Background: an optimization exercise with open tools, aiming at small area, a short achievable clock period and few clock cycles. Do not read the settings as production practice.
No functional check of the RTL was part of this run.
No activity file was given, so power comes from the tool's default toggle rates.

--- flow/design.v ---
`timescale 1ns/1ns
module FullAdder( input a,input b, input cin , output S, output cout);
wire  p,r,s,t;
	xor (p,a,b);
	xor (S,p,cin);
	or (t,a,b);
	and(r,t,cin);
	and(s,a,b);
	or(cout,r,s);
endmodule
`timescale 1ns/1ns
module mux2to1( input dataA, input dataB, input sel, output dataOut );
wire selb ;
wire output1 ;
wire output2 ;
wire out ;
and (output1, dataA, ~sel);
and (output2, dataB, sel);
or (out, output1, output2);
assign dataOut = out ;
endmodule
`timescale 1ns/1ns
module mux4to1( input dataA, input dataB, input dataC, input dataD, input [1:0]control, output dataOut );
wire Jmux1 ;  
wire Jmux2 ;  
wire out;
mux2to1 mux1( .dataA(dataA), .dataB(dataB), .sel(control[0]), .dataOut(Jmux1) ) ;  
mux2to1 mux2( .dataA(dataC), .dataB(dataD), .sel(control[0]), .dataOut(Jmux2) ) ;  
mux2to1 mux3( .dataA(Jmux1), .dataB(Jmux2), .sel(control[1]), .dataOut(out) ) ;  
assign dataOut = out;
endmodule
`timescale 1ns/1ns
module ALU1bit( input dataA, input dataB, input carryin, input [2:0]control, input less, output dataOut, output carryOut );
wire  Tand ;  
wire  Tor ;  
wire  Tadder ;  
wire  Tslt ;  
wire  temp ;  
wire  Tless  ;  
wire  selB  ;  
assign temp = 1'b0 ;
wire out;
buf( Tless, less) ;
mux2to1 mux1( .dataA(dataB), .dataB(~dataB), .sel(control[2]), .dataOut(selB) ) ;  
and ( Tand, dataA, selB ) ;
or ( Tor, dataA, selB);
FullAdder al( .a(dataA), .b(selB), .cin(carryin), .S(Tadder), .cout(carryOut) ) ;  
mux2to1 mux2(  .dataA(temp), .dataB(Tless), .sel(control[2]), .dataOut(Tslt) );  
mux4to1 mux3( .dataA(Tand), .dataB(Tor), .dataC(Tadder), .dataD(Tslt), .control(control[1:0]), .dataOut(out) );  
assign dataOut = out;
endmodule
`timescale 1ns/1ns
module ALU( input [31:0]dataA, input [31:0]dataB, input [2:0]control, output [31:0]sum, output Cout );
wire [30:0]tempCout ;
wire Cin=1'b0;
wire Cinsel ;
wire Tless ;
wire [31:0]tempsum ;
assign Tless = 1'b0 ;
mux2to1 mux87(Cin,~Cin,control[2],Cinsel);
ALU1bit ALUbit1( .dataA(dataA[0]), .dataB(dataB[0]), .carryin(Cinsel),      .control(control[2:0]),.less(~Cout), .dataOut(tempsum[0]), .carryOut(tempCout[0]));
ALU1bit ALUbit2( .dataA(dataA[1]), .dataB(dataB[1]), .carryin(tempCout[0]), .control(control[2:0]),.less(Tless), .dataOut(tempsum[1]), .carryOut(tempCout[1]));
ALU1bit ALUbit3( .dataA(dataA[2]), .dataB(dataB[2]), .carryin(tempCout[1]), .control(control[2:0]),.less(Tless), .dataOut(tempsum[2]), .carryOut(tempCout[2]));
ALU1bit ALUbit4( .dataA(dataA[3]), .dataB(dataB[3]), .carryin(tempCout[2]), .control(control[2:0]),.less(Tless), .dataOut(tempsum[3]), .carryOut(tempCout[3]));
ALU1bit ALUbit5( .dataA(dataA[4]), .dataB(dataB[4]), .carryin(tempCout[3]), .control(control[2:0]),.less(Tless), .dataOut(tempsum[4]), .carryOut(tempCout[4]));
ALU1bit ALUbit6( .dataA(dataA[5]), .dataB(dataB[5]), .carryin(tempCout[4]), .control(control[2:0]),.less(Tless), .dataOut(tempsum[5]), .carryOut(tempCout[5]));
ALU1bit ALUbit7( .dataA(dataA[6]), .dataB(dataB[6]), .carryin(tempCout[5]), .control(control[2:0]),.less(Tless), .dataOut(tempsum[6]), .carryOut(tempCout[6]));
ALU1bit ALUbit8( .dataA(dataA[7]), .dataB(dataB[7]), .carryin(tempCout[6]), .control(control[2:0]),.less(Tless), .dataOut(tempsum[7]), .carryOut(tempCout[7]));
ALU1bit ALUbit9( .dataA(dataA[8]), .dataB(dataB[8]), .carryin(tempCout[7]), .control(control[2:0]),.less(Tless), .dataOut(tempsum[8]), .carryOut(tempCout[8]));
ALU1bit ALUbit10(.dataA(dataA[9]), .dataB(dataB[9]), .carryin(tempCout[8]), .control(control[2:0]),.less(Tless), .dataOut(tempsum[9]), .carryOut(tempCout[9]));
ALU1bit ALUbit11(.dataA(dataA[10]),.dataB(dataB[10]),.carryin(tempCout[9]), .control(control[2:0]),.less(Tless), .dataOut(tempsum[10]),.carryOut(tempCout[10]));
ALU1bit ALUbit12(.dataA(dataA[11]),.dataB(dataB[11]),.carryin(tempCout[10]),.control(control[2:0]),.less(Tless), .dataOut(tempsum[11]),.carryOut(tempCout[11]));
ALU1bit ALUbit13(.dataA(dataA[12]),.dataB(dataB[12]),.carryin(tempCout[11]),.control(control[2:0]),.less(Tless), .dataOut(tempsum[12]),.carryOut(tempCout[12]));
ALU1bit ALUbit14(.dataA(dataA[13]),.dataB(dataB[13]),.carryin(tempCout[12]),.control(control[2:0]),.less(Tless), .dataOut(tempsum[13]),.carryOut(tempCout[13]));
ALU1bit ALUbit15(.dataA(dataA[14]),.dataB(dataB[14]),.carryin(tempCout[13]),.control(control[2:0]),.less(Tless), .dataOut(tempsum[14]),.carryOut(tempCout[14]));
ALU1bit ALUbit16(.dataA(dataA[15]),.dataB(dataB[15]),.carryin(tempCout[14]),.control(control[2:0]),.less(Tless), .dataOut(tempsum[15]),.carryOut(tempCout[15]));
ALU1bit ALUbit17(.dataA(dataA[16]),.dataB(dataB[16]),.carryin(tempCout[15]),.control(control[2:0]),.less(Tless), .dataOut(tempsum[16]),.carryOut(tempCout[16]));
ALU1bit ALUbit18(.dataA(dataA[17]),.dataB(dataB[17]),.carryin(tempCout[16]),.control(control[2:0]),.less(Tless), .dataOut(tempsum[17]),.carryOut(tempCout[17]));
ALU1bit ALUbit19(.dataA(dataA[18]),.dataB(dataB[18]),.carryin(tempCout[17]),.control(control[2:0]),.less(Tless), .dataOut(tempsum[18]),.carryOut(tempCout[18]));
ALU1bit ALUbit20(.dataA(dataA[19]),.dataB(dataB[19]),.carryin(tempCout[18]),.control(control[2:0]),.less(Tless), .dataOut(tempsum[19]),.carryOut(tempCout[19]));
ALU1bit ALUbit21(.dataA(dataA[20]),.dataB(dataB[20]),.carryin(tempCout[19]),.control(control[2:0]),.less(Tless), .dataOut(tempsum[20]),.carryOut(tempCout[20]));
ALU1bit ALUbit22(.dataA(dataA[21]),.dataB(dataB[21]),.carryin(tempCout[20]),.control(control[2:0]),.less(Tless), .dataOut(tempsum[21]),.carryOut(tempCout[21]));
ALU1bit ALUbit23(.dataA(dataA[22]),.dataB(dataB[22]),.carryin(tempCout[21]),.control(control[2:0]),.less(Tless), .dataOut(tempsum[22]),.carryOut(tempCout[22]));
ALU1bit ALUbit24(.dataA(dataA[23]),.dataB(dataB[23]),.carryin(tempCout[22]),.control(control[2:0]),.less(Tless), .dataOut(tempsum[23]),.carryOut(tempCout[23]));
ALU1bit ALUbit25(.dataA(dataA[24]),.dataB(dataB[24]),.carryin(tempCout[23]),.control(control[2:0]),.less(Tless), .dataOut(tempsum[24]),.carryOut(tempCout[24]));
ALU1bit ALUbit26(.dataA(dataA[25]),.dataB(dataB[25]),.carryin(tempCout[24]),.control(control[2:0]),.less(Tless), .dataOut(tempsum[25]),.carryOut(tempCout[25]));
ALU1bit ALUbit27(.dataA(dataA[26]),.dataB(dataB[26]),.carryin(tempCout[25]),.control(control[2:0]),.less(Tless), .dataOut(tempsum[26]),.carryOut(tempCout[26]));
ALU1bit ALUbit28(.dataA(dataA[27]),.dataB(dataB[27]),.carryin(tempCout[26]),.control(control[2:0]),.less(Tless), .dataOut(tempsum[27]),.carryOut(tempCout[27]));
ALU1bit ALUbit29(.dataA(dataA[28]),.dataB(dataB[28]),.carryin(tempCout[27]),.control(control[2:0]),.less(Tless), .dataOut(tempsum[28]),.carryOut(tempCout[28]));
ALU1bit ALUbit30(.dataA(dataA[29]),.dataB(dataB[29]),.carryin(tempCout[28]),.control(control[2:0]),.less(Tless), .dataOut(tempsum[29]),.carryOut(tempCout[29]));
ALU1bit ALUbit31(.dataA(dataA[30]),.dataB(dataB[30]),.carryin(tempCout[29]),.control(control[2:0]),.less(Tless), .dataOut(tempsum[30]),.carryOut(tempCout[30]));
ALU1bit ALUbit32(.dataA(dataA[31]),.dataB(dataB[31]),.carryin(tempCout[30]),.control(control[2:0]),.less(Tless), .dataOut(tempsum[31]),.carryOut(Cout));
assign sum = tempsum ;
endmodule
`timescale 1ns/1ns
module shifter ( input[31:0]datain, input[31:0] shiftnum, output[31:0] dataout ) ;
wire[4:0] shift_num ;
wire[31:0] temp1 ;
wire[31:0] temp2 ;
wire[31:0] temp3 ;
wire[31:0] temp4 ;
assign shift_num = shiftnum[4:0] ;
mux2to1 a0 (datain[0], 1'b0, shift_num[0], temp1[0]); 
mux2to1 a1 (datain[1], datain[0], shift_num[0], temp1[1]); 
mux2to1 a2 (datain[2], datain[1], shift_num[0], temp1[2]); 
mux2to1 a3 (datain[3], datain[2], shift_num[0], temp1[3]); 
mux2to1 a4 (datain[4], datain[3], shift_num[0], temp1[4]); 
mux2to1 a5 (datain[5], datain[4], shift_num[0], temp1[5]); 
mux2to1 a6 (datain[6], datain[5], shift_num[0], temp1[6]); 
mux2to1 a7 (datain[7], datain[6], shift_num[0], temp1[7]); 
mux2to1 a8 (datain[8], datain[7], shift_num[0], temp1[8]);
mux2to1 a9 (datain[9], datain[8], shift_num[0], temp1[9]);
mux2to1 a10 (datain[10], datain[9], shift_num[0], temp1[10]);
mux2to1 a11 (datain[11], datain[10], shift_num[0], temp1[11]);
mux2to1 a12 (datain[12], datain[11], shift_num[0], temp1[12]);
mux2to1 a13 (datain[13], datain[12], shift_num[0], temp1[13]);
mux2to1 a14 (datain[14], datain[13], shift_num[0], temp1[14]);
mux2to1 a15 (datain[15], datain[14], shift_num[0], temp1[15]);
mux2to1 a16 (datain[16], datain[15], shift_num[0], temp1[16]);
mux2to1 a17 (datain[17], datain[16], shift_num[0], temp1[17]);
mux2to1 a18 (datain[18], datain[17], shift_num[0], temp1[18]);
mux2to1 a19 (datain[19], datain[18], shift_num[0], temp1[19]);
mux2to1 a20 (datain[20], datain[19], shift_num[0], temp1[20]);
mux2to1 a21 (datain[21], datain[20], shift_num[0], temp1[21]);
mux2to1 a22 (datain[22], datain[21], shift_num[0], temp1[22]);
mux2to1 a23 (datain[23], datain[22], shift_num[0], temp1[23]);
mux2to1 a24 (datain[24], datain[23], shift_num[0], temp1[24]);
mux2to1 a25 (datain[25], datain[24], shift_num[0], temp1[25]);
mux2to1 a26 (datain[26], datain[25], shift_num[0], temp1[26]);
mux2to1 a27 (datain[27], datain[26], shift_num[0], temp1[27]);
mux2to1 a28 (datain[28], datain[27], shift_num[0], temp1[28]);
mux2to1 a29 (datain[29], datain[28], shift_num[0], temp1[29]);
mux2to1 a30 (datain[30], datain[29], shift_num[0], temp1[30]);
mux2to1 a31 (datain[31], datain[30], shift_num[0], temp1[31]);
mux2to1 b0 (temp1[0], 1'b0, shift_num[1], temp2[0]); 
mux2to1 b1 (temp1[1], 1'b0, shift_num[1], temp2[1]); 
mux2to1 b2 (temp1[2], temp1[0], shift_num[1], temp2[2]); 
mux2to1 b3 (temp1[3], temp1[1], shift_num[1], temp2[3]); 
mux2to1 b4 (temp1[4], temp1[2], shift_num[1], temp2[4]); 
mux2to1 b5 (temp1[5], temp1[3], shift_num[1], temp2[5]); 
mux2to1 b6 (temp1[6], temp1[4], shift_num[1], temp2[6]); 
mux2to1 b7 (temp1[7], temp1[5], shift_num[1], temp2[7]);
mux2to1 b8 (temp1[8], temp1[6], shift_num[1], temp2[8]);
mux2to1 b9 (temp1[9], temp1[7], shift_num[1], temp2[9]);
mux2to1 b10 (temp1[10], temp1[8], shift_num[1], temp2[10]);
mux2to1 b11 (temp1[11], temp1[9], shift_num[1], temp2[11]);
mux2to1 b12 (temp1[12], temp1[10], shift_num[1], temp2[12]);
mux2to1 b13 (temp1[13], temp1[11], shift_num[1], temp2[13]);
mux2to1 b14 (temp1[14], temp1[12], shift_num[1], temp2[14]);
mux2to1 b15 (temp1[15], temp1[13], shift_num[1], temp2[15]);
mux2to1 b16 (temp1[16], temp1[14], shift_num[1], temp2[16]);
mux2to1 b17 (temp1[17], temp1[15], shift_num[1], temp2[17]);
mux2to1 b18 (temp1[18], temp1[16], shift_num[1], temp2[18]);
mux2to1 b19 (temp1[19], temp1[17], shift_num[1], temp2[19]);
mux2to1 b20 (temp1[20], temp1[18], shift_num[1], temp2[20]);
mux2to1 b21 (temp1[21], temp1[19], shift_num[1], temp2[21]);
mux2to1 b22 (temp1[22], temp1[20], shift_num[1], temp2[22]);
mux2to1 b23 (temp1[23], temp1[21], shift_num[1], temp2[23]);
mux2to1 b24 (temp1[24], temp1[22], shift_num[1], temp2[24]);
mux2to1 b25 (temp1[25], temp1[23], shift_num[1], temp2[25]);
mux2to1 b26 (temp1[26], temp1[24], shift_num[1], temp2[26]);
mux2to1 b27 (temp1[27], temp1[25], shift_num[1], temp2[27]);
mux2to1 b28 (temp1[28], temp1[26], shift_num[1], temp2[28]);
mux2to1 b29 (temp1[29], temp1[27], shift_num[1], temp2[29]);
mux2to1 b30 (temp1[30], temp1[28], shift_num[1], temp2[30]);
mux2to1 b31 (temp1[31], temp1[29], shift_num[1], temp2[31]);
mux2to1 c0 ( temp2[0], 1'b0, shift_num[2], temp3[0]); 
mux2to1 c1 ( temp2[1], 1'b0, shift_num[2], temp3[1]); 
mux2to1 c2 ( temp2[2], 1'b0, shift_num[2], temp3[2]); 
mux2to1 c3 ( temp2[3], 1'b0, shift_num[2], temp3[3]); 
mux2to1 c4 (temp2[4], temp2[0], shift_num[2], temp3[4]); 
mux2to1 c5 (temp2[5], temp2[1], shift_num[2], temp3[5]); 
mux2to1 c6 (temp2[6], temp2[2], shift_num[2], temp3[6]); 
mux2to1 c7 (temp2[7], temp2[3], shift_num[2], temp3[7]);
mux2to1 c8 (temp2[8], temp2[4], shift_num[2], temp3[8]);
mux2to1 c9 (temp2[9], temp2[5], shift_num[2], temp3[9]);
mux2to1 c10 (temp2[10], temp2[6], shift_num[2], temp3[10]);
mux2to1 c11 (temp2[11], temp2[7], shift_num[2], temp3[11]);
mux2to1 c12 (temp2[12], temp2[8], shift_num[2], temp3[12]);
mux2to1 c13 (temp2[13], temp2[9], shift_num[2], temp3[13]);
mux2to1 c14 (temp2[14], temp2[10], shift_num[2], temp3[14]);
mux2to1 c15 (temp2[15], temp2[11], shift_num[2], temp3[15]);
mux2to1 c16 (temp2[16], temp2[12], shift_num[2], temp3[16]);
mux2to1 c17 (temp2[17], temp2[13], shift_num[2], temp3[17]);
mux2to1 c18 (temp2[18], temp2[14], shift_num[2], temp3[18]);
mux2to1 c19 (temp2[19], temp2[15], shift_num[2], temp3[19]);
mux2to1 c20 (temp2[20], temp2[16], shift_num[2], temp3[20]);
mux2to1 c21 (temp2[21], temp2[17], shift_num[2], temp3[21]);
mux2to1 c22 (temp2[22], temp2[18], shift_num[2], temp3[22]);
mux2to1 c23 (temp2[23], temp2[19], shift_num[2], temp3[23]);
mux2to1 c24 (temp2[24], temp2[20], shift_num[2], temp3[24]);
mux2to1 c25 (temp2[25], temp2[21], shift_num[2], temp3[25]);
mux2to1 c26 (temp2[26], temp2[22], shift_num[2], temp3[26]);
mux2to1 c27 (temp2[27], temp2[23], shift_num[2], temp3[27]);
mux2to1 c28 (temp2[28], temp2[24], shift_num[2], temp3[28]);
mux2to1 c29 (temp2[29], temp2[25], shift_num[2], temp3[29]);
mux2to1 c30 (temp2[30], temp2[26], shift_num[2], temp3[30]);
mux2to1 c31 (temp2[31], temp2[27], shift_num[2], temp3[31]);
mux2to1 d0 (temp3[0], 1'b0, shift_num[3], temp4[0]); 
mux2to1 d1 (temp3[1], 1'b0, shift_num[3], temp4[1]); 
mux2to1 d2 (temp3[2], 1'b0, shift_num[3], temp4[2]); 
mux2to1 d3 (temp3[3], 1'b0, shift_num[3], temp4[3]); 
mux2to1 d4 (temp3[4], 1'b0, shift_num[3], temp4[4]); 
mux2to1 d5 (temp3[5], 1'b0, shift_num[3], temp4[5]); 
mux2to1 d6 (temp3[6], 1'b0, shift_num[3], temp4[6]); 
mux2to1 d7 (temp3[7], 1'b0, shift_num[3], temp4[7]);
mux2to1 d8 (temp3[8], temp3[0], shift_num[3], temp4[8]);
mux2to1 d9 (temp3[9], temp3[1], shift_num[3], temp4[9]);
mux2to1 d10 (temp3[10], temp3[2], shift_num[3], temp4[10]);
mux2to1 d11 (temp3[11], temp3[3], shift_num[3], temp4[11]);
mux2to1 d12 (temp3[12], temp3[4], shift_num[3], temp4[12]);
mux2to1 d13 (temp3[13], temp3[5], shift_num[3], temp4[13]);
mux2to1 d14 (temp3[14], temp3[6], shift_num[3], temp4[14]);
mux2to1 d15 (temp3[15], temp3[7], shift_num[3], temp4[15]);
mux2to1 d16 (temp3[16], temp3[8], shift_num[3], temp4[16]);
mux2to1 d17 (temp3[17], temp3[9], shift_num[3], temp4[17]);
mux2to1 d18 (temp3[18], temp3[10], shift_num[3], temp4[18]);
mux2to1 d19 (temp3[19], temp3[11], shift_num[3], temp4[19]);
mux2to1 d20 (temp3[20], temp3[12], shift_num[3], temp4[20]);
mux2to1 d21 (temp3[21], temp3[13], shift_num[3], temp4[21]);
mux2to1 d22 (temp3[22], temp3[14], shift_num[3], temp4[22]);
mux2to1 d23 (temp3[23], temp3[15], shift_num[3], temp4[23]);
mux2to1 d24 (temp3[24], temp3[16], shift_num[3], temp4[24]);
mux2to1 d25 (temp3[25], temp3[17], shift_num[3], temp4[25]);
mux2to1 d26 (temp3[26], temp3[18], shift_num[3], temp4[26]);
mux2to1 d27 (temp3[27], temp3[19], shift_num[3], temp4[27]);
mux2to1 d28 (temp3[28], temp3[20], shift_num[3], temp4[28]);
mux2to1 d29 (temp3[29], temp3[21], shift_num[3], temp4[29]);
mux2to1 d30 (temp3[30], temp3[22], shift_num[3], temp4[30]);
mux2to1 d31 (temp3[31], temp3[23], shift_num[3], temp4[31]);
mux2to1 e0 (temp4[0], 1'b0, shift_num[4], dataout[0]); 
mux2to1 e1 (temp4[1], 1'b0, shift_num[4], dataout[1]); 
mux2to1 e2 (temp4[2], 1'b0, shift_num[4], dataout[2]); 
mux2to1 e3 (temp4[3], 1'b0, shift_num[4], dataout[3]); 
mux2to1 e4 (temp4[4], 1'b0, shift_num[4], dataout[4]); 
mux2to1 e5 (temp4[5], 1'b0, shift_num[4], dataout[5]); 
mux2to1 e6 (temp4[6], 1'b0, shift_num[4], dataout[6]); 
mux2to1 e7 (temp4[7], 1'b0, shift_num[4], dataout[7]);
mux2to1 e8 (temp4[8], 1'b0, shift_num[4], dataout[8]);
mux2to1 e9 (temp4[9], 1'b0, shift_num[4], dataout[9]);
mux2to1 e10 (temp4[10], 1'b0, shift_num[4], dataout[10]);
mux2to1 e11 (temp4[11], 1'b0, shift_num[4], dataout[11]);
mux2to1 e12 (temp4[12], 1'b0, shift_num[4], dataout[12]);
mux2to1 e13 (temp4[13], 1'b0, shift_num[4], dataout[13]);
mux2to1 e14 (temp4[14], 1'b0, shift_num[4], dataout[14]);
mux2to1 e15 (temp4[15], 1'b0, shift_num[4], dataout[15]);
mux2to1 e16 (temp4[16], temp4[0], shift_num[4], dataout[16]);
mux2to1 e17 (temp4[17], temp4[1], shift_num[4], dataout[17]);
mux2to1 e18 (temp4[18], temp4[2], shift_num[4], dataout[18]);
mux2to1 e19 (temp4[19], temp4[3], shift_num[4], dataout[19]);
mux2to1 e20 (temp4[20], temp4[4], shift_num[4], dataout[20]);
mux2to1 e21 (temp4[21], temp4[5], shift_num[4], dataout[21]);
mux2to1 e22 (temp4[22], temp4[6], shift_num[4], dataout[22]);
mux2to1 e23 (temp4[23], temp4[7], shift_num[4], dataout[23]);
mux2to1 e24 (temp4[24], temp4[8], shift_num[4], dataout[24]);
mux2to1 e25 (temp4[25], temp4[9], shift_num[4], dataout[25]);
mux2to1 e26 (temp4[26], temp4[10], shift_num[4], dataout[26]);
mux2to1 e27 (temp4[27], temp4[11], shift_num[4], dataout[27]);
mux2to1 e28 (temp4[28], temp4[12], shift_num[4], dataout[28]);
mux2to1 e29 (temp4[29], temp4[13], shift_num[4], dataout[29]);
mux2to1 e30 (temp4[30], temp4[14], shift_num[4], dataout[30]);
mux2to1 e31 (temp4[31], temp4[15], shift_num[4], dataout[31]);
endmodule
`timescale 1ns/1ns
module multiplier ( input[31:0] multiplicand, input[31:0] multiplier, input clk, input start, output[63:0] dataout, input reset ) ;
	reg [63:0]    tempproduct;
	reg [31:0]    multiplier_copy;
	reg [63:0]    multiplicand_copy;
	reg [5:0]     nowbit;
	always @( posedge clk )
	begin
		if ( reset )
		begin
			tempproduct <= 64'b0 ;
			nowbit <= 6'd0;
		end
		else
		begin
			if ( start )
				begin
					nowbit <= 6'd32;
					tempproduct <= 64'd0;
					multiplicand_copy <= { 32'd0, multiplicand };
					multiplier_copy <= multiplier;
				end
			else if ( nowbit != 6'd0 )
				begin
					if ( multiplier_copy[0] == 1'b1 )
						tempproduct <= tempproduct + multiplicand_copy;
					multiplier_copy <= multiplier_copy >> 1;
					multiplicand_copy <= multiplicand_copy << 1;
					nowbit <= nowbit - 6'd1;
				end
		end
	end
	assign dataout = tempproduct ;
endmodule
`timescale 1ns/1ns
module HiLo( clk, MulAns, HiOut, LoOut, reset );
input clk ;
input reset ;
input [63:0] MulAns ;
output [31:0] HiOut ;
output [31:0] LoOut ;
reg [63:0] HiLo ;
always@( posedge clk )
begin
  if ( reset )
    HiLo <= 64'b0 ;
  else
    HiLo <= MulAns ;
end
assign HiOut = HiLo[63:32] ;
assign LoOut = HiLo[31:0] ;
endmodule
`timescale 1ns/1ns
module MUX( ALUOut, HiOut, LoOut, Shifter, Cout, Signal, dataOut );
input [31:0] ALUOut ;
input [31:0] HiOut ;
input [31:0] LoOut ;
input [31:0] Shifter ;
input Cout ;
input [5:0] Signal ;
output [31:0] dataOut ;
reg [31:0] temp ;
reg[31:0] tempSlt ;
parameter AND = 6'b100100;
parameter OR  = 6'b100101;
parameter ADD = 6'b100000;
parameter SUB = 6'b100010;
parameter SLT = 6'b101010;
parameter SLL = 6'b000000;
parameter MULTU= 6'b011001;
parameter MFHI= 6'b010000;
parameter MFLO= 6'b010010;
always@( ALUOut or HiOut or LoOut or Shifter or Signal or Cout )
begin
	tempSlt = 32'd0 ;
	tempSlt[0] = ~Cout ;
	case ( Signal )
	AND:  temp = ALUOut ;
	OR:   temp = ALUOut ;
	ADD:  temp = ALUOut ;
	SUB:  temp = ALUOut ;
	SLT:  temp = tempSlt ;
	MFHI: temp = HiOut ;
	MFLO: temp = LoOut ;
	SLL:  temp = Shifter ;
	default: temp = 32'b0 ;
	endcase
end
assign dataOut = temp ;
endmodule
`timescale 1ns/1ns
module ALUControl( clk, reset, Signal, busy, mulStart, SignaltoMUX );
input clk ;
input reset ;
input [5:0] Signal ;
output busy ;
output mulStart ;
output [5:0] SignaltoMUX ;
reg [6:0] counter ;
parameter MULTU= 6'b011001;
always@( posedge clk )
begin
  if ( reset )
    counter <= 7'd0 ;
  else if ( counter != 7'd0 )
    counter <= counter - 7'd1 ;
  else if ( Signal == MULTU )
    counter <= 7'd33 ;
end
assign busy = ( counter != 7'd0 ) ;
assign mulStart = ( Signal == MULTU ) && !busy ;
assign SignaltoMUX = Signal ;
endmodule
`timescale 1ns/1ns
module TotalALU( clk, dataA, dataB, Signal, control, Output, Busy, reset );
input reset ;
input clk ;
input[2:0] control ;
input [31:0] dataA ;
input [31:0] dataB ;
input [5:0] Signal ;
output [31:0] Output ;
output Busy ;
wire Cout ;
wire mulStart ;
wire [5:0]  SignaltoMUX ;
wire [31:0] ALUOut, HiOut, LoOut, ShifterOut ;
wire [31:0] dataOut ;
wire [63:0] MulAns ;
ALUControl ALUControl( .clk(clk), .reset(reset), .Signal(Signal), .busy(Busy), .mulStart(mulStart), .SignaltoMUX(SignaltoMUX) );
ALU alu( .dataA(dataA), .dataB(dataB), .control(control), .sum(ALUOut), .Cout(Cout) );
multiplier multiplier( .multiplicand(dataA), .multiplier(dataB), .clk(clk), .start(mulStart), .dataout(MulAns), .reset(reset) ) ;
shifter shifter( .datain(dataA), .shiftnum(dataB), .dataout(ShifterOut) ) ;
HiLo HiLo( .clk(clk), .MulAns(MulAns), .HiOut(HiOut), .LoOut(LoOut), .reset(reset) );
MUX MUX( .ALUOut(ALUOut), .HiOut(HiOut), .LoOut(LoOut), .Shifter(ShifterOut), .Cout(Cout), .Signal(SignaltoMUX), .dataOut(dataOut) );
assign Output = dataOut ;
endmodule
--- flow/run.sh ---
#!/bin/bash
# synth_recipe.tcl (not shown) runs the flow's synth.tcl, then flattens the netlist and writes it again
# the make line also repeats each setting of config.mk as NAME=value (left out here)
make -C /OpenROAD-flow-scripts/flow DESIGN_CONFIG=/design/flow/config.mk WORK_HOME=/design/flow/orfs CLKGATE_MAP_FILE= SYNTH_SCRIPT=/design/flow/synth_recipe.tcl finish
--- flow/config.mk ---
export PLATFORM = sky130hd
export DESIGN_NAME = TotalALU
export DESIGN_NICKNAME = TotalALU
export VERILOG_FILES = /design/flow/design.v
export SDC_FILE = /design/flow/constraint.sdc
export NUM_CORES = 4
export LEC_CHECK = 0
export CAP_MARGIN = 20
export CORE_MARGIN = 2
export CORE_UTILIZATION = 40
export SLEW_MARGIN = 20
--- flow/constraint.sdc ---
create_clock -name core_clock -period 24.0 [get_ports {clk}]
set_input_delay 4.8000 -clock core_clock [delete_from_list [all_inputs] [get_ports {clk}]]
set_output_delay 4.8000 -clock core_clock [all_outputs]
set_load 0.01 [all_outputs]
==> results list <==
- The run finished with no timing, DRC or antenna violations.
- Synthesis produced about 1,900 cells.
- The detailed router placed ~14,000 vias in this run.
- Unrepaired setup endpoints after global routing: no
* Std-Cell Rows: 74
- At the pin with the least slew margin, the transition time is 1.01 ns.
- Along the worst hold path, the cell count comes to 2.
- Counting flops with a built-in enable in the synthesized netlist gives 96.
- Post-synthesis compound-gate area fraction: 0.182
- Power spread over the standard cell area amounts to ~110 nW/um2.
* GRT Overall Usage: 0.240
- Final-report hold violation count: 0
* Count of different cell masters after synthesis: 78
- Crit end category: output pin
- After synthesis the netlist holds a flip-flop and latch count of ~240.
* Main combinational cell family by area after synthesis: compound AO/OA/AOI/OAI gates
* Worst R2R End: multiplier.tempproduct[57]
- Worst-case clock skew: between 0.015 and 0.02 ns
- Setup violations remaining at the end of the flow were counted as 0.
* Max-slew headroom: 0.326
* Number of iterations in the first detailed-routing pass: 8
* Post-synthesis share of cell area spent on and, or, nand and nor gates: 0.177
- Vias in the first global route: ~14,000
- Worst Reg-to-Reg Cells: 12
- In this run the deepest clock path goes through 3 buffers.
- The worst hold path belongs to the class reg -> reg.
* Count of routing violations after the opening detailed-route iteration: between 1,000 and 1,500
- The die covers 43,200 um2.
- In the routed layout, each cell is associated on average with a via count of about 5.7.
- Prior to clock tree synthesis, the placed netlist has a worst setup slack of ~0.38 ns.
- Number of nets in the layout: approximately 2,200
- 0 antenna diodes ended up in the layout.
- Max-slew violation total from the final report: 0
- Worst setup margin: between 0.4 and 0.5 ns
* Number of max-cap violations: 0
* Number of top-level pins: about 110
- Arithmetic-cell share of the synthesized area counting full adders, half adders and majority gates: 0.136
* Biggest area contributors in the synthesized netlist: sky130_fd_sc_hd__edfxtp_1 (17%), sky130_fd_sc_hd__dfxtp_1 (17%), sky130_fd_sc_hd__ha_1 (9.7%)
- In the final layout, the share of cells above drive strength 1 is 0.0608.
- Post-CTS Hold Fix Bufs: 0
- Half-perimeter wire length of the detailed placement result: 40.0 mm
- Clock network latency to the later pin of the worst-skew pair: 0.56 ns
* Total power consumption of the routed design: 2.09 mW
- Once the clock tree was built, the setup fixing pass inserted 0 buffers.
- Weighted congestion at the end of routability-driven global placement: 0.941
- Flip-flop cell with the highest count after synthesis: sky130_fd_sc_hd__dfxtp_1
* CP Launch Type: input pin
- Number of H-tree branching levels: 1
- Clock tree from TritonCTS: yes
* Routed Antenna Nets: 0
- Data arrives at the worst endpoint at 18.73 ns.
* Summed instance area of the synthesized netlist: roughly 17,000 um2
* Synth Area in XOR/XNOR: 0.0469
* Clock transition at the registers of the reported paths: 0.06 ns
* Critical path's top delay family: adder cells
- Share of synthesized flip-flops with an asynchronous set or reset: 0
* Detailed-route wire length per cell: 21.3 um
* Flop2flop setup slack: about 20 ns
- Timing would allow up to approximately 42 MHz.
- The die is around 210 um tall.
- Endpoint required time on the critical path: around 19 ns
- The root buffer cell chosen for the clock tree is sky130_fd_sc_hd__clkbuf_16.
- The routed design has 52.7 mm of wire.
* Buffers plus inverters on the worst setup path: 6
* Share of the synthesized area in the top cell type: 0.173
* Static Leakage: roughly 8.1 nW
- Worst VDD drop: 60.2 uV
* Multiplexer fraction of the synthesized cell area: 0.0650
- Of the synthesized area, sequential elements account for 0.343.
- Biggest cell delay along the critical path: a little over 0.6 ns
* Post-detailed-route DRC marker count: 0
- Num Clock Sinks: approximately 240
- The worst hold path begins at multiplier.tempproduct[60].
* Area growth from synthesis to layout: 14.4%
* Horizontal die dimension: 208 um
* Launching point of the worst reg2reg path: multiplier.multiplicand_copy[4]
- The first global-routing pass estimated around 80 mm of wire.
- Crit path top cell by count: sky130_fd_sc_hd__fa_1
* Worst Path Class, Setup: in -> out
- Minimum clock period: about 24 ns
* Area leader, netlist: sky130_fd_sc_hd__edfxtp_1
- When the netlist entered floorplanning its net count stood at around 2,100.
* Setup total negative slack: 0 ns
- Antenna violations before repair: 0
* TritonCTS buffer count: 28
* Number of I/O port buffers: between 100 and 150
- Initial core utilization: 0.406
- Crit share post-route: 0.981
* Biggest fanout along the worst timing path: 2
- In this run the standard cell core region covers a little over 40,000 um2.
* Overall overflow remaining after global route: 0
* Avg Cell Area, Syn: just under 9 um2
* Worst Hold End: multiplier.tempproduct[60]
- Among all stages on the critical path, the largest delay is contributed by sky130_fd_sc_hd__clkdlybuf4s50_1.
- During synthesis, Yosys emitted a total of 4 warnings.
- Entering global routing, the biggest net connects 73 pins.
worst register-to-register path, delay by kind of cell (launching register included):
| kind | cells | cell delay [ns] |
|---|---|---|
| XOR/XNOR | 1 | 0.18 |
| AND/OR/NAND/NOR | 2 | 0.61 |
| adder cells (fa/ha/maj) | 1 | 0.39 |
| AO/OA/AOI/OAI | 8 | 2.09 |
| flip-flops | 1 | 0.40 |
layout make-up:
| cell class | instances | area, um2 |
|---|---|---|
| fill | 4037 | 21900 |
| multi-input combinational | 1425 | 10100 |
| sequential | 237 | 5710 |
| timing repair buffer | 127 | 1200 |
| clock buffer | 44 | 845 |
| tap | 532 | 666 |
| inverter | 100 | 375 |
| clock inverter | 8 | 95.1 |
through the flow:
step | cells | area (um2) | hold WS (ns) | util
2_1_floorplan | 1885 | 16600 | 0.438 | -
3_3_place_gp | 2421 | 18100 | 0.456 | 0.441
3_5_place_dp | 2421 | 18100 | 0.459 | 0.441
4_1_cts | 2473 | 19000 | 0.468 | 0.464
5_1_grt | 2473 | 19000 | 0.484 | 0.465
6_report | 2473 | 19000 | 0.471 | 0.465
worst max path at each step:
stage	end	slack, ns	depth (start not counted)	startpoint
2_1_floorplan	Output[31]	0.93	43	dataB[0]
3_3_place_gp	Output[31]	0.49	43	dataA[0]
3_5_place_dp	Output[31]	0.38	43	dataA[0]
4_1_cts	Output[31]	0.34	43	dataA[0]
5_1_grt	Output[0]	0.02	43	dataA[0]
6_report	Output[0]	0.47	43	dataA[0]
state kept, by name, indices dropped and copies added (netlist names):
name,count
HiLo.HiLo,64
multiplier.nowbit,6
ALUControl.counter,7
multiplier.multiplier_copy,32
multiplier.tempproduct,64
multiplier.multiplicand_copy,64
report_power, final:
part           switching, mW  total [mW]  internal, mW
clock network          0.173       0.435         0.263
registers             0.0933       0.676         0.583
logic                  0.594       0.976         0.382
cells by family after synthesis:
logic type | after synthesis
compound gates | 460
xor+xnor | 89
fa+ha+maj | 161
buf+inv | 223
flops | 237
mux | 82
simple gates | 633
cells in the mapped netlist, types with 6 or more instances:
cell type / number
sky130_fd_sc_hd__and2_1: 42
sky130_fd_sc_hd__o22ai_1: 36
sky130_fd_sc_hd__ha_1: 129
sky130_fd_sc_hd__nand4_1: 21
sky130_fd_sc_hd__clkbuf_1: 102
sky130_fd_sc_hd__dfxtp_1: 141
sky130_fd_sc_hd__nand3_1: 31
sky130_fd_sc_hd__and3_1: 12
sky130_fd_sc_hd__nor2_1: 92
sky130_fd_sc_hd__o21a_1: 6
sky130_fd_sc_hd__a21oi_1: 128
sky130_fd_sc_hd__mux2_2: 8
sky130_fd_sc_hd__fa_1: 32
sky130_fd_sc_hd__buf_1: 14
sky130_fd_sc_hd__nor2b_1: 69
sky130_fd_sc_hd__mux2i_1: 54
sky130_fd_sc_hd__o21bai_1: 9
sky130_fd_sc_hd__a31oi_1: 23
sky130_fd_sc_hd__nor3_1: 17
sky130_fd_sc_hd__nand2b_1: 7
sky130_fd_sc_hd__o221ai_1: 11
sky130_fd_sc_hd__o211ai_1: 13
sky130_fd_sc_hd__a21o_1: 39
sky130_fd_sc_hd__o21ai_0: 98
sky130_fd_sc_hd__mux4_2: 20
sky130_fd_sc_hd__edfxtp_1: 96
sky130_fd_sc_hd__a211oi_1: 18
sky130_fd_sc_hd__xor2_1: 51
sky130_fd_sc_hd__or3_1: 7
sky130_fd_sc_hd__inv_1: 99
sky130_fd_sc_hd__nand2_1: 309
sky130_fd_sc_hd__a222oi_1: 31
sky130_fd_sc_hd__xnor2_1: 38
layer usage:
metal | part of all wire | up-vias | track usage
li1 | - | 6744 | -
met1 | 0.45 | 6912 | 0.327
met2 | 0.47 | 400 | 0.394
met3 | 0.051 | 72 | 0.0284
met4 | 0.037 | 0 | 0.0814
met5 | 0 | - | 0
placed cells by master, fill, tap and decap left out, types with 8 or more instances in the layout:
cell type | netlist | routed
sky130_fd_sc_hd__clkbuf_16 | 0 | 31
sky130_fd_sc_hd__buf_4 | 1 | 20
sky130_fd_sc_hd__nand3_1 | 31 | 31
sky130_fd_sc_hd__o21ai_0 | 98 | 98
sky130_fd_sc_hd__dfxtp_1 | 141 | 141
sky130_fd_sc_hd__o21bai_1 | 9 | 9
sky130_fd_sc_hd__fa_1 | 32 | 32
sky130_fd_sc_hd__a21oi_1 | 128 | 128
sky130_fd_sc_hd__inv_1 | 99 | 99
sky130_fd_sc_hd__a31oi_1 | 23 | 23
sky130_fd_sc_hd__xor2_1 | 51 | 51
sky130_fd_sc_hd__nand2_1 | 309 | 307
sky130_fd_sc_hd__xnor2_1 | 38 | 38
sky130_fd_sc_hd__mux4_2 | 20 | 20
sky130_fd_sc_hd__clkbuf_1 | 102 | 11
sky130_fd_sc_hd__a211oi_1 | 18 | 18
sky130_fd_sc_hd__edfxtp_1 | 96 | 96
sky130_fd_sc_hd__mux2_2 | 8 | 8
sky130_fd_sc_hd__and2_1 | 42 | 41
sky130_fd_sc_hd__nor3_1 | 17 | 17
sky130_fd_sc_hd__and3_1 | 12 | 12
sky130_fd_sc_hd__nor2b_1 | 69 | 69
sky130_fd_sc_hd__o221ai_1 | 11 | 11
sky130_fd_sc_hd__o22ai_1 | 36 | 36
sky130_fd_sc_hd__a222oi_1 | 31 | 31
sky130_fd_sc_hd__a21o_1 | 39 | 39
sky130_fd_sc_hd__nand4_1 | 21 | 21
sky130_fd_sc_hd__o211ai_1 | 13 | 13
sky130_fd_sc_hd__ha_1 | 129 | 129
sky130_fd_sc_hd__nor2_1 | 92 | 89
sky130_fd_sc_hd__clkdlybuf4s50_1 | 0 | 101
sky130_fd_sc_hd__mux2i_1 | 54 | 54
what timing repair did:
item	in CTS	in global routing
endpoints found under the setup margin	0	2
endpoints found under the hold margin	0	0
resized for setup	0	2

-- afterwards: timing with drivers on the ports --
No port has a modelled driver above. Below, the same layout with a new extraction and two added sets of constraints. Step 1 (the two cells are an assumption about what drives the block):
set clk [get_ports {clk}]
set_driving_cell -lib_cell sky130_fd_sc_hd__clkbuf_16 $clk
set_driving_cell -lib_cell sky130_fd_sc_hd__buf_2 [delete_from_list [all_inputs] $clk]
Step 2 moves the port delays by t, midway between the first and last clock arrival at a register: inputs arrive t later, outputs are due t later. That takes back most of the time a late clock gives input paths. Three values: ideal, step 1, step 2; two values: the first two.
t, ns: 0.605
setup slack, ns: 0.468 / 0.439 / 0.439
latest minus earliest clock arrival (ns): 0.021 / 0.021
worst slew at a driven data input, ns: 0.04
pins driven straight from the clock port: 1
After both steps setup and hold are still met in this run. The setup slack of this run moves by -0.029 ns with the drivers and by -0.029 ns with both steps.
